Source: an optimization exercise on an open RTL-to-GDS flow (aim: small area). Production flows keep margins and buffers that such runs may drop. The RTL was checked by simulation tests, not by an equivalence proof against the original design.

job 103:
Design DHT22, start of the top module:
module DHT22(
input clk,
input rst,
input dht_in,
output dht_out,
output LED16_G,
output LED16_R,
output LED16_B,
output CA,CB,CC,CD,CE,CF,CG,DP,
output [7:0] AN
);
localparam [19:0] M_AT5    = 20'h00030, V_AT5    = 20'h00020;  
localparam [19:0] M_AT1617 = 20'h122ce, V_AT1617 = 20'h00246;  
localparam [19:0] M_AT100K = 20'heef77, V_AT100K = 20'he0123;  
localparam [19:0] M_FS     = 20'hfffff, V_FS     = 20'h0b298;  
localparam [3:0]
  S0  = 4'd0,   
  S1A = 4'd1,   
  S1B = 4'd2,   
  S2  = 4'd3,
  S3  = 4'd4,
  S4  = 4'd5,
  S5  = 4'd6,
  S6  = 4'd7,
  S7A = 4'd8,   
  S7B = 4'd9,   
  S8A = 4'd10,  
  S8B = 4'd11,  
  S9  = 4'd12,
  S10 = 4'd13,
  S0X = 4'd14;  
reg JA3in;
reg LEDR;
reg LEDG;
reg LEDB;
reg [3:0] state;
reg [19:0] cnt;
reg [39:8] dataBits;
reg [5:0] bitCount;
seven_seg SSEG(
  .CLK100MHZ(clk),
  .CPU_RESETN(rst),
  .RH_Value(dataBits[39:24]),
  .Temp_Value(dataBits[23:8]),
  .CA(CA), .CB(CB), .CC(CC), .CD(CD), .CE(CE), .CF(CF), .CG(CG), .DP(DP),
  .AN(AN)
);
assign dht_out = (state == S1B);
assign LED16_R = LEDR;
assign LED16_G = LEDG;
assign LED16_B = LEDB;
wire at5    = ((cnt & M_AT5)    == V_AT5);
wire at1617 = ((cnt & M_AT1617) == V_AT1617);
wire at100k = ((cnt & M_AT100K) == V_AT100K);
wire fs     = ((cnt & M_FS)     == V_FS);
reg [7:0] csum;
wire wr = (state == S8A) | (state == S8B);
wire cbit = wr & ((state == S8B) ^ bitCount[5]);
wire [7:0] cpos;
wire [7:0] cc;
genvar g;
generate
  for (g = 0; g < 8; g = g + 1) begin : ck
    assign cpos[g] = (bitCount[2:0] == 7 - g);
    if (g == 0) assign cc[g] = cbit & cpos[g];
  ...
export LEC_CHECK = 0
export CAP_MARGIN = 0
export CORE_MARGIN = 2
export CORE_UTILIZATION = 60
export GPL_TIMING_DRIVEN = 0
export SLEW_MARGIN = 0
create_clock -name core_clock -period 10.0 [get_ports {clk}]
standard.sh (not shown) runs the stock make flow with config.mk's settings and CLKGATE_MAP_FILE= SYNTH_SCRIPT=/design/flow/synth_recipe.tcl, a recipe that flattens the netlist after the stock synthesis.
==> flow/flow/run.sh <==
#!/bin/bash
set -euo pipefail
W=$(pwd)
F=$W/flow
export MY_ABC_SCRIPT=$F/area.abc
cat $F/overrides.tcl $W/synth_recipe.tcl > $W/version_synth.tcl
source $F/knobs.sh
bash $W/standard.sh SYNTH_SCRIPT=$W/version_synth.tcl \
  "BUFFER_PORTS_ARGS=-buffer_cell sky130_fd_sc_hd__buf_1" \
  "CTS_ARGS=$CTS" \
  finish > $W/standard_finish.log 2>&1
==> flow/flow/area.abc <==
strash
dc2
dch -f
amap -m
strash
dch -f
amap -m
topo
==> flow/flow/knobs.sh <==
CTS="-sink_clustering_enable -repair_clock_nets -buf_list sky130_fd_sc_hd__clkbuf_8 -root_buf sky130_fd_sc_hd__clkbuf_8 -tree_buf sky130_fd_sc_hd__clkbuf_8 -sink_clustering_size 25 -dont_use_dummy_load"
==> flow/flow/overrides.tcl <==
proc extract_fa {args} { puts "extract_fa skipped by the version's flow" }
proc abc {args} {
  set keep {}
  set skip 0
  foreach a $args {
    if {$skip} { set skip 0; continue }
    if {$a in {-script -constr -D}} { set skip 1; continue }
    lappend keep $a
  }
  yosys abc -script $::env(MY_ABC_SCRIPT) {*}$keep
}
Job 103 was carried through to the last stage, and its layout satisfied the timing, DRC and antenna checks.
#### Input delta (job 102 over job 103)
==> flow/flow/area.abc <==
strash
dch -f
amap
topo
==> flow/flow/knobs.sh <==
CTS="-sink_clustering_enable -repair_clock_nets -buf_list sky130_fd_sc_hd__clkbuf_4 -root_buf sky130_fd_sc_hd__clkbuf_8 -dont_use_dummy_load"
-- flow/config.mk --
<<< job 103, line 10
export CORE_UTILIZATION = 60
export GPL_TIMING_DRIVEN = 0
export SLEW_MARGIN = 0
>>> job 102, line 10
export CORE_UTILIZATION = 60
export SLEW_MARGIN = 0
==> comparison <==
Taking job 102 as 1.0, job 103 lands at 1.05 on fmax.
Diff job 103 -> job 102 | global-route usage | decrease of 0.34 points
Job 102 ended up with a higher number of placed cells counting well taps than job 103 did.
In job 102 the total of fill cells in the finished design turned out about 0.36% lower than in job 103.
Looking at number of global-route vias before repair, job 102 sits 61 above job 103.
Of job 102 and job 103, it is job 102 that has the higher routed wire length.
The worst reg-to-reg path cell count of job 102 is lower than that of job 103.
Summary of job 102 over job 103: post-route cell area moved up, post-synthesis compound-gate area fraction moved up, post-route worst hold slack level, boundary pin count level.

what the ideal ports hide:
The flow's constraints put no driver on any port. The routed layouts listed below were extracted and timed again, unchanged, in two steps.
Step 1 (the two cells are an assumption about what drives the block):
set clk [get_ports {clk}]
set_driving_cell -lib_cell sky130_fd_sc_hd__clkbuf_16 $clk
set_driving_cell -lib_cell sky130_fd_sc_hd__buf_2 [delete_from_list [all_inputs] $clk]
Step 2 also shifts input and output timing later by t, the mid clock arrival at the registers, as if the neighbouring blocks saw the same clock.
Slacks: ideal ports / drivers / drivers and shift; pairs: ideal ports / drivers.
run	shift t [ns]	slack for setup (ns)	worst setup path at the end	worst register clock-pin slew, ns
job 103	0.379	4.508 / 4.476 / 4.855	register to output	0.10 / 0.10
job 102	0.374	4.233 / 4.201 / 4.575	register to output	0.09 / 0.09
After both steps setup and hold are still met in every run listed.
